This design comes from an exercise in tuning for small area on the open sky130 flow, not from production work.
At most, simulation tests tie the RTL to the original design; equivalence was not proved.
Power is estimated from default activity; no workload was simulated.

before:
Design cordic, start of the top module:
module cordic (
    input clock,
    input reset,
    output signed [12:0] sine,
    output signed [12:0] cosine
);
==> flow/config.mk <==
export PLATFORM = sky130hd
export DESIGN_NAME = cordic
export DESIGN_NICKNAME = cordic
export VERILOG_FILES = /design/flow/design.v
export SDC_FILE = /design/flow/constraint.sdc
export NUM_CORES = 4
export LEC_CHECK = 0
export ABC_AREA = 1
export CAP_MARGIN = 20
export CORE_MARGIN = 2
export CORE_UTILIZATION = 40
export CTS_BUF_LIST = sky130_fd_sc_hd__clkbuf_8
export GPL_TIMING_DRIVEN = 1
export PLACE_DENSITY = 0.8
export SLEW_MARGIN = 20
==> flow/constraint.sdc <==
create_clock -name core_clock -period 5.0 [get_ports {clock}]
set_input_delay 1.0000 -clock core_clock [delete_from_list [all_inputs] [get_ports {clock}]]
set_output_delay 1.0000 -clock core_clock [all_outputs]
set_load 0.01 [all_outputs]
run.sh (not shown) runs the stock make flow with config.mk's settings and CLKGATE_MAP_FILE= SYNTH_SCRIPT=/design/flow/synth_recipe.tcl, a recipe that flattens the netlist after the stock synthesis.
before | stages: all done | timing, DRC, antenna: all pass
--- input diff before..after ---
--- a/flow/design.v
+++ b/flow/design.v
@@ -261,42 +261,52 @@
             | ({8{cd == 3}} & 8'h75)
             | ({8{cd == 4}} & 8'h7e)
             | ({8{cd == 5}} & 8'h7d)
             | ({8{cd == 6}} & 8'h7e)
             | ({8{cd == 7}} & 8'h3f)
             | ({8{cd == 8}} & 8'h7e)
             | ({8{cd == 9}} & 8'h7d)
             | ({8{cd == 10}} & 8'h7d)
             | ({8{cd == 11}} & 8'h75)
             | ({8{cd == 12}} & 8'h7e)
             | ({8{cd == 13}} & 8'h7d);
-    assign upw = ({8{cd == 4'd2 || cd == 4'd6 || cd == 4'd8 || cd == 4'd10}} & 8'h80)
-            | ({8{cd == 4'd1 || cd == 4'd4 || cd == 4'd5 || cd == 4'd9 || cd == 4'd12 || cd == 4'd13}} & 8'h81)
-            | ({8{cd == 4'd3 || cd == 4'd11}} & 8'h88)
-            | ({8{cd == 4'd7}} & 8'hbf)
-            | ({8{cd == 4'd0}} & 8'he1);
-    assign upw1 = ({8{cd == 4'd2 || cd == 4'd6 || cd == 4'd8 || cd == 4'd10}} & 8'h81)
-            | ({8{cd == 4'd1 || cd == 4'd4 || cd == 4'd5 || cd == 4'd9 || cd == 4'd12 || cd == 4'd13}} & 8'h82)
-            | ({8{cd == 4'd3 || cd == 4'd11}} & 8'h89)
-            | ({8{cd == 4'd7}} & 8'hc0)
-            | ({8{cd == 4'd0}} & 8'he2);
-    wire hit1 = ((wr == 8'h0e) && (cd == 4'd0))
-        || ((wr == 8'h40) && (cd == 4'd7))
-        || ((wr == 8'h76) && (cd == 4'd3 || cd == 4'd11))
-        || ((wr == 8'h7e) && (cd == 4'd1 || cd == 4'd2 || cd == 4'd5 || cd == 4'd9 || cd == 4'd10 || cd == 4'd13))
-        || ((wr == 8'h7f) && (cd == 4'd4 || cd == 4'd6 || cd == 4'd8 || cd == 4'd12));
-    wire hit2 = ((wr == 8'h0d) && (cd == 4'd0))
-        || ((wr == 8'h3f) && (cd == 4'd7))
-        || ((wr == 8'h75) && (cd == 4'd3 || cd == 4'd11))
-        || ((wr == 8'h7d) && (cd == 4'd1 || cd == 4'd2 || cd == 4'd5 || cd == 4'd9 || cd == 4'd10 || cd == 4'd13))
-        || ((wr == 8'h7e) && (cd == 4'd4 || cd == 4'd6 || cd == 4'd8 || cd == 4'd12));
+    assign upw = ({8{cd == 0}} & 8'he1)
+            | ({8{cd == 1}} & 8'h81)
+            | ({8{cd == 2}} & 8'h80)
+            | ({8{cd == 3}} & 8'h88)
+            | ({8{cd == 4}} & 8'h81)
+            | ({8{cd == 5}} & 8'h81)
+            | ({8{cd == 6}} & 8'h80)
+            | ({8{cd == 7}} & 8'hbf)
+            | ({8{cd == 8}} & 8'h80)
+            | ({8{cd == 9}} & 8'h81)
+            | ({8{cd == 10}} & 8'h80)
+            | ({8{cd == 11}} & 8'h88)
+            | ({8{cd == 12}} & 8'h81)
+            | ({8{cd == 13}} & 8'h81);
+    assign upw1 = ({8{cd == 0}} & 8'he2)
+            | ({8{cd == 1}} & 8'h82)
+            | ({8{cd == 2}} & 8'h81)
+            | ({8{cd == 3}} & 8'h89)
+            | ({8{cd == 4}} & 8'h82)
+            | ({8{cd == 5}} & 8'h82)
+            | ({8{cd == 6}} & 8'h81)
+            | ({8{cd == 7}} & 8'hc0)
+            | ({8{cd == 8}} & 8'h81)
+            | ({8{cd == 9}} & 8'h82)
+            | ({8{cd == 10}} & 8'h81)
+            | ({8{cd == 11}} & 8'h89)
+            | ({8{cd == 12}} & 8'h82)
+            | ({8{cd == 13}} & 8'h82);
+    wire hit1 = (wr == up1);
+    wire hit2 = (wr == up2);
     wire xing = (cd != 4'd14) && (hit1 || (e && hit2));
     wire over = e && hit1;             
     logic [7:0] w_step;
     wire g1 = e | wr[0];
     assign w_step[0] = wr[0] ^ ~e;
     assign w_step[1] = wr[1] ^ g1;
     genvar k;
     generate
         for (k = 2; k < 8; k++) begin : ws
             assign w_step[k] = wr[k] ^ (g1 & (&wr[k-1:1]));
         end
@@ -509,24 +519,24 @@
     logic [9:0] dirs_r1;
     logic [1:0] q_r1;
     logic [10:0] x_r1;
     logic [10:0] y_r1;
     always_ff @(posedge clock) begin
         dirs_r1 <= dirs_a;
         q_r1 <= q;
         x_r1 <= x8;
         y_r1 <= y8;
     end
     logic [10:0] x9, y9;
-    addfast2 #(.W(11), .K(4)) ux9 (.a(11'(x_r1)), .b(4'(y_r1 >> 8)), .sub(dirs_r1[2]), .s(x9));
-    addfast2 #(.W(11), .K(4)) uy9 (.a(11'(y_r1)), .b(4'(x_r1 >> 8)), .sub(~dirs_r1[2]), .s(y9));
+    addsmall #(.W(11), .K(4)) ux9 (.a(11'(x_r1)), .b(4'(y_r1 >> 8)), .sub(dirs_r1[2]), .s(x9));
+    addsmall #(.W(11), .K(4)) uy9 (.a(11'(y_r1)), .b(4'(x_r1 >> 8)), .sub(~dirs_r1[2]), .s(y9));
     logic [10:0] x10, y10;
     addsmall #(.W(11), .K(3)) ux10 (.a(11'(x9)), .b(3'(y9 >> 9)), .sub(dirs_r1[1]), .s(x10));
     addsmall #(.W(11), .K(3)) uy10 (.a(11'(y9)), .b(3'(x9 >> 9)), .sub(~dirs_r1[1]), .s(y10));
     logic [9:0] dirs_r2;
     logic [1:0] q_r2;
     logic [10:0] x_r2;
     logic [10:0] y_r2;
     always_ff @(posedge clock) begin
         dirs_r2 <= dirs_r1;
         q_r2 <= q_r1;
         x_r2 <= x10;
==> run summary <==
- Delta(data arrival time of the critical path, after - before) > 0
- Critical path depth (higher): before
- Compared with before, routed wire length in after decreased by a few percent.
- Between after and before, the setup slack after placement is higher for after.
- Final hold slack: after and before compared, higher one is before
- Maximum ir drop on the vdd rail (lower): before
- Clock period minus final worst setup slack on after is behind before.
- after vs before on met2 routed wirelength: after is the lower one.
- Worst setup margin on after is down relative to before.
- In the flow results for after and before, the combinational logic power is larger on before.
- In the metrics for after and before, the one carrying the lower area used by multi-input combinational logic is before.
Only the layout flow was run in after; the RTL was not checked for function there.

[static timing again, ports no longer ideal]
The flow's constraints put no driver on any port. The routed layouts listed below were extracted and timed again, unchanged, in two steps. Step 1 (the two cells are an assumption about what drives the block):
set clk [get_ports {clock}]
set_driving_cell -lib_cell sky130_fd_sc_hd__clkbuf_16 $clk
set_driving_cell -lib_cell sky130_fd_sc_hd__buf_2 [delete_from_list [all_inputs] $clk]
Step 2, shift: input delay + t, output delay - t, t = (earliest + latest rising clock arrival at the registers) / 2. This alone moves slack from input paths to output paths. Three values: ideal, step 1, step 2; two values: the first two.
run	t (ns)	slack for setup (ns)	worst setup path at the end	worst register clock-pin slew, ns	worst data-port slew with drivers (ns)
before	0.371	0.365 / 0.333 / 0.441	register to register	0.08 / 0.08	0.03
after	0.383	0.339 / 0.303 / 0.430	register to register	0.10 / 0.10	0.03
After both steps every run listed still meets setup and hold.
